Context: an optimization exercise on an open-source flow, tuned for small area. The choices shown serve that exercise and are no tape-out recipe.
Only simulation tests tie the RTL to the original design; equivalence was not proved.
The clock port is modelled as an ideal driver; clocking choices that lean on that would not hold on a real chip.
Power figures rest on the tool's default switching activity, not on a simulated workload.

Design digi_clock, start of the top module:
module digi_clock ( clk, sw, btn, seg, Led, an );
input clk ;
input [7:0] sw ;
input [3:0] btn ;
output [4:1] Led ;
output [7:0] seg ;
output [3:0] an ;
wire rst  = btn[3] ;
wire load = btn[2] ;
wire hp   = btn[1] ;
wire mp   = btn[0] ;
reg [8:0] t ;
wire tick10 = t[8] & t[7] & t[3] & t[2] & t[1] & t[0] ;    
always @(posedge clk)
  if (rst | tick10) t <= 9'd0 ;
  else              t <= t + 9'd1 ;
wire [1:0] cnt = t[3:2] ;
reg [3:0] d ;
wire d_last = d[3] & d[0] ;             
wire tick1  = tick10 & d[3] & d[0] & ~d[1] ;
always @(posedge clk)
  if (rst)          d <= 4'b1011 ;
  else if (tick10)  d <= d_last ? {3'b000, d[1]} : d + 4'd1 ;
wire blink = d[0] ;
wire [4:0] ren = {sw[4:1], sw[7]} ;
wire em = tick10 & mp ;
wire eh = tick10 & ~mp & hp ;
wire [5:0] rm0, rm1, rm2, rm3, rm4 ;
wire [4:0] rh0, rh1, rh2, rh3, rh4 ;
hm_reg r0 (.clk(clk), .rst(rst), .em(em & ren[0]), .eh(eh & ren[0]), .m(rm0), .h(rh0)) ;
hm_reg r1 (.clk(clk), .rst(rst), .em(em & ren[1]), .eh(eh & ren[1]), .m(rm1), .h(rh1)) ;
hm_reg r2 (.clk(clk), .rst(rst), .em(em & ren[2]), .eh(eh & ren[2]), .m(rm2), .h(rh2)) ;
hm_reg r3 (.clk(clk), .rst(rst), .em(em & ren[3]), .eh(eh & ren[3]), .m(rm3), .h(rh3)) ;
hm_reg r4 (.clk(clk), .rst(rst), .em(em & ren[4]), .eh(eh & ren[4]), .m(rm4), .h(rh4)) ;
reg [5:0] cs, cm ;
reg [4:0] ch ;
wire s59 = cs[5] & cs[4] & cs[3] & cs[1] & cs[0] ;
wire m59 = cm[5] & cm[4] & cm[3] & cm[1] & cm[0] ;
wire h23 = ch[4] & ch[2] & ch[1] & ch[0] ;
wire ld  = sw[7] & load ;
wire cz  = rst | (tick1 & s59 & m59 & h23) ;
wire sz  = cz | (tick1 & (ld | s59)) ;
wire mz  = cz | (tick1 & ~ld & s59 & m59) ;
always @(posedge clk) begin
  ...
Size in the first run: about 500 cells after synthesis, about 85 flip-flops, about 4100 µm² of cells after synthesis.
export LEC_CHECK = 0
export ABC_AREA = 1
export CAP_MARGIN = 0
export CORE_MARGIN = 2
export CORE_UTILIZATION = 70
export SLEW_MARGIN = 0
create_clock -name core_clock -period 10.0 [get_ports {clk}]
standard.sh (not shown) runs the stock make flow with config.mk's settings and CLKGATE_MAP_FILE= SYNTH_SCRIPT=/design/flow/synth_recipe.tcl, a recipe that flattens the netlist after the stock synthesis.
==> flow/flow/run.sh <==
#!/bin/bash
# Layout flow: the standard ORFS flow (standard.sh), with these changes:
#  - synthesis maps the logic with area-oriented ABC scripts in place of
#    ORFS's delay-oriented one: it synthesizes once with each of
#    flow/abc*.script and keeps the script whose netlist has the smallest
#    cell area (ties: the first). Adders are not mapped to half/full-adder
#    cells (ADDER_MAP_FILE empty). The registers are mapped by dfflibmap
#    before ABC runs, exactly as in the standard synthesis, so they keep
#    their names and cells;
#  - the port buffers are the smallest buffer cell (buf_1);
set -euo pipefail
here=$(pwd)
cts_args=$(cat "$here/flow/cts_args")
stat_file="$here/orfs/reports/sky130hd/digi_clock/base/synth_stat.txt"
best=""; best_area=""
for s in "$here"/flow/abc*.script; do
  n=$(basename "$s" .script)
  rm -rf "$here/scripts_abc" "$here/orfs"
  cp -r "$FLOW_HOME/scripts" "$here/scripts_abc"
  cp "$s" "$here/scripts_abc/abc_area.script"
  bash standard.sh SCRIPTS_DIR="$here/scripts_abc" ABC_AREA=1 ADDER_MAP_FILE= \
    synth > "$here/flow_make_synth_$n.log" 2>&1 || continue
  a=$(awk '/Chip area for module/{print $NF}' "$stat_file" | tail -1)
  echo "$n $a" >> "$here/synth_areas.txt"
  if [[ -z "$best" ]] || awk -v a="$a" -v b="$best_area" 'BEGIN{exit !(a < b)}'; then
    best="$s"; best_area="$a"
  fi
done
echo "chosen: $(basename "$best") $best_area" >> "$here/synth_areas.txt"
rm -rf "$here/scripts_abc" "$here/orfs"
cp -r "$FLOW_HOME/scripts" "$here/scripts_abc"
cp "$best" "$here/scripts_abc/abc_area.script"
bash standard.sh SCRIPTS_DIR="$here/scripts_abc" ABC_AREA=1 ADDER_MAP_FILE= \
  BUFFER_PORTS_ARGS="-buffer_cell sky130_fd_sc_hd__buf_1" \
  CTS_ARGS="$cts_args" POST_CTS_TCL="$here/flow/post_cts.tcl" finish > "$here/flow_make.log" 2>&1
==> flow/flow/post_cts.tcl <==
proc clk_slew_max {} {
  set mx 0
  foreach p [get_pins -hierarchical */CLK] {
    set s [get_property $p slew_max]
    if {$s > $mx} { set mx $s }
  }
  return $mx
}
set limit 0.112
set sizes {sky130_fd_sc_hd__clkbuf_1 sky130_fd_sc_hd__clkbuf_2 sky130_fd_sc_hd__clkbuf_4}
estimate_parasitics -placement
puts "post_cts: clock slew before [clk_slew_max]"
foreach i [get_cells *] {
  set m [get_property $i ref_name]
  if {$m ne "sky130_fd_sc_hd__clkbuf_8" && $m ne "sky130_fd_sc_hd__clkbuf_16"} { continue }
  set n [get_full_name $i]
  if {![string match clkbuf_* $n]} { continue }
  foreach c $sizes {
    replace_cell $i $c
    estimate_parasitics -placement
    if {[clk_slew_max] <= $limit} {
      puts "post_cts: $n $m -> $c"
      set m ""
      break
    }
  }
  if {$m ne ""} { replace_cell $i $m ; estimate_parasitics -placement }
}
puts "post_cts: clock slew after [clk_slew_max]"
Other scripts of this flow, unchanged in this note and not shown: flow/flow/abc1.script, flow/flow/abc2.script, flow/flow/abc3.script, flow/flow/abc4.script, flow/flow/abc5.script, flow/flow/abc6.script, flow/flow/cts_args
Edit:
--- a/flow/flow/run.sh
+++ b/flow/flow/run.sh
@@ -10,0 +11,5 @@
+#  - clock tree synthesis uses the arguments in flow/cts_args (no dummy
+#    loads; buffers as listed there).
+# Everything else (floorplan, power grid, tap cells, placement, routing) is
+# ORFS's unchanged. make's full output goes to flow_make*.log in this
+# folder; ORFS writes each tool's own log under orfs/logs/.
@@ -35 +40 @@
-  CTS_ARGS="$cts_args" POST_CTS_TCL="$here/flow/post_cts.tcl" finish > "$here/flow_make.log" 2>&1
+  CTS_ARGS="$cts_args" finish > "$here/flow_make.log" 2>&1
- CAP_MARGIN: 0 -> 20
- SLEW_MARGIN: 0 -> 20
removed: flow/flow/post_cts.tcl
Clock power is higher by 18%.
Routed wire length went up by 0.31%.
Area after synthesis stays the same.
Edit:
--- a/flow/flow/run.sh
+++ b/flow/flow/run.sh
@@ -11,5 +10,0 @@
-#  - clock tree synthesis uses the arguments in flow/cts_args (no dummy
-#    loads; buffers as listed there).
-# Everything else (floorplan, power grid, tap cells, placement, routing) is
-# ORFS's unchanged. make's full output goes to flow_make*.log in this
-# folder; ORFS writes each tool's own log under orfs/logs/.
@@ -40 +35 @@
-  CTS_ARGS="$cts_args" finish > "$here/flow_make.log" 2>&1
+  CTS_ARGS="$cts_args" POST_CTS_TCL="$here/flow/post_cts.tcl" finish > "$here/flow_make.log" 2>&1
==> flow/flow/post_cts.tcl (new file) <==
proc clk_slew_max {} {
  set mx 0
  foreach p [get_pins -hierarchical */CLK] {
    set s [get_property $p slew_max]
    if {$s > $mx} { set mx $s }
  }
  return $mx
}
set limit 0.112
set sizes {sky130_fd_sc_hd__clkbuf_1 sky130_fd_sc_hd__clkbuf_2 sky130_fd_sc_hd__clkbuf_4}
estimate_parasitics -placement
puts "post_cts: clock slew before [clk_slew_max]"
foreach i [get_cells *] {
  set m [get_property $i ref_name]
  if {$m ne "sky130_fd_sc_hd__clkbuf_8" && $m ne "sky130_fd_sc_hd__clkbuf_16"} { continue }
  set n [get_full_name $i]
  if {![string match clkbuf_* $n]} { continue }
  foreach c $sizes {
    replace_cell $i $c
    estimate_parasitics -placement
    if {[clk_slew_max] <= $limit} {
      puts "post_cts: $n $m -> $c"
      set m ""
      break
    }
  }
  if {$m ne ""} { replace_cell $i $m ; estimate_parasitics -placement }
}
puts "post_cts: clock slew after [clk_slew_max]"
Synthesized area does not change.
Setup slack gains 44 ps.
Worst hold slack stays flat.
Routed wire length stays flat.
Cell area drops by 0.79%.
Cell count does not change.
Flip-flop and latch count does not change.
Synthesized cell count is unchanged.
Clock power drops by 15%.
Non-clock buffer count stays the same.
Edit:
- CORE_UTILIZATION: 70 -> 78
- PLACE_DENSITY: not set -> 0.88
What happened: Clock-buffer cell count is unchanged; synthesized cell count does not change; clock power barely changes; wire length increases by a few percent; die area drops by roughly a tenth; cell count drops slightly; setup slack is better by 55 ps; power barely changes; fmax came out higher slightly.

[re-timing with driven ports]
In the flow no input, the clock included, has a driving cell. The finished layouts below were timed again as built, in two steps. Step 1: set_driving_cell puts a clkbuf_16 on clk and a buf_2 on each other input, an assumption about the parent block. Step 2, shift: input delay + t, output delay - t, t = (earliest + latest rising clock arrival at the registers) / 2. This alone moves slack from input paths to output paths. Slacks: no drivers / after step 1 / after step 2; pairs: no drivers / after step 1.
run	shift t [ns]	slack for setup (ns)	hold WS [ns]	slew at the worst register clock pin (ns)	pins driven straight from the clock port
the first run	0.837	0.556 / 0.536 / 0.536	0.465 / 0.465 / 0.465	0.11 / 0.11	1
the second run	0.384	0.522 / 0.502 / 0.502	0.469 / 0.469 / 0.469	0.09 / 0.09	1
the third run	0.832	0.566 / 0.545 / 0.545	0.466 / 0.466 / 0.466	0.11 / 0.11	1
the fourth run	0.819	0.621 / 0.601 / 0.601	0.482 / 0.482 / 0.482	0.11 / 0.11	1
After both steps setup and hold are still met in every run listed. The setup slack of the third run, which loses most, moves by -0.021 ns with the drivers and by -0.021 ns with both steps.
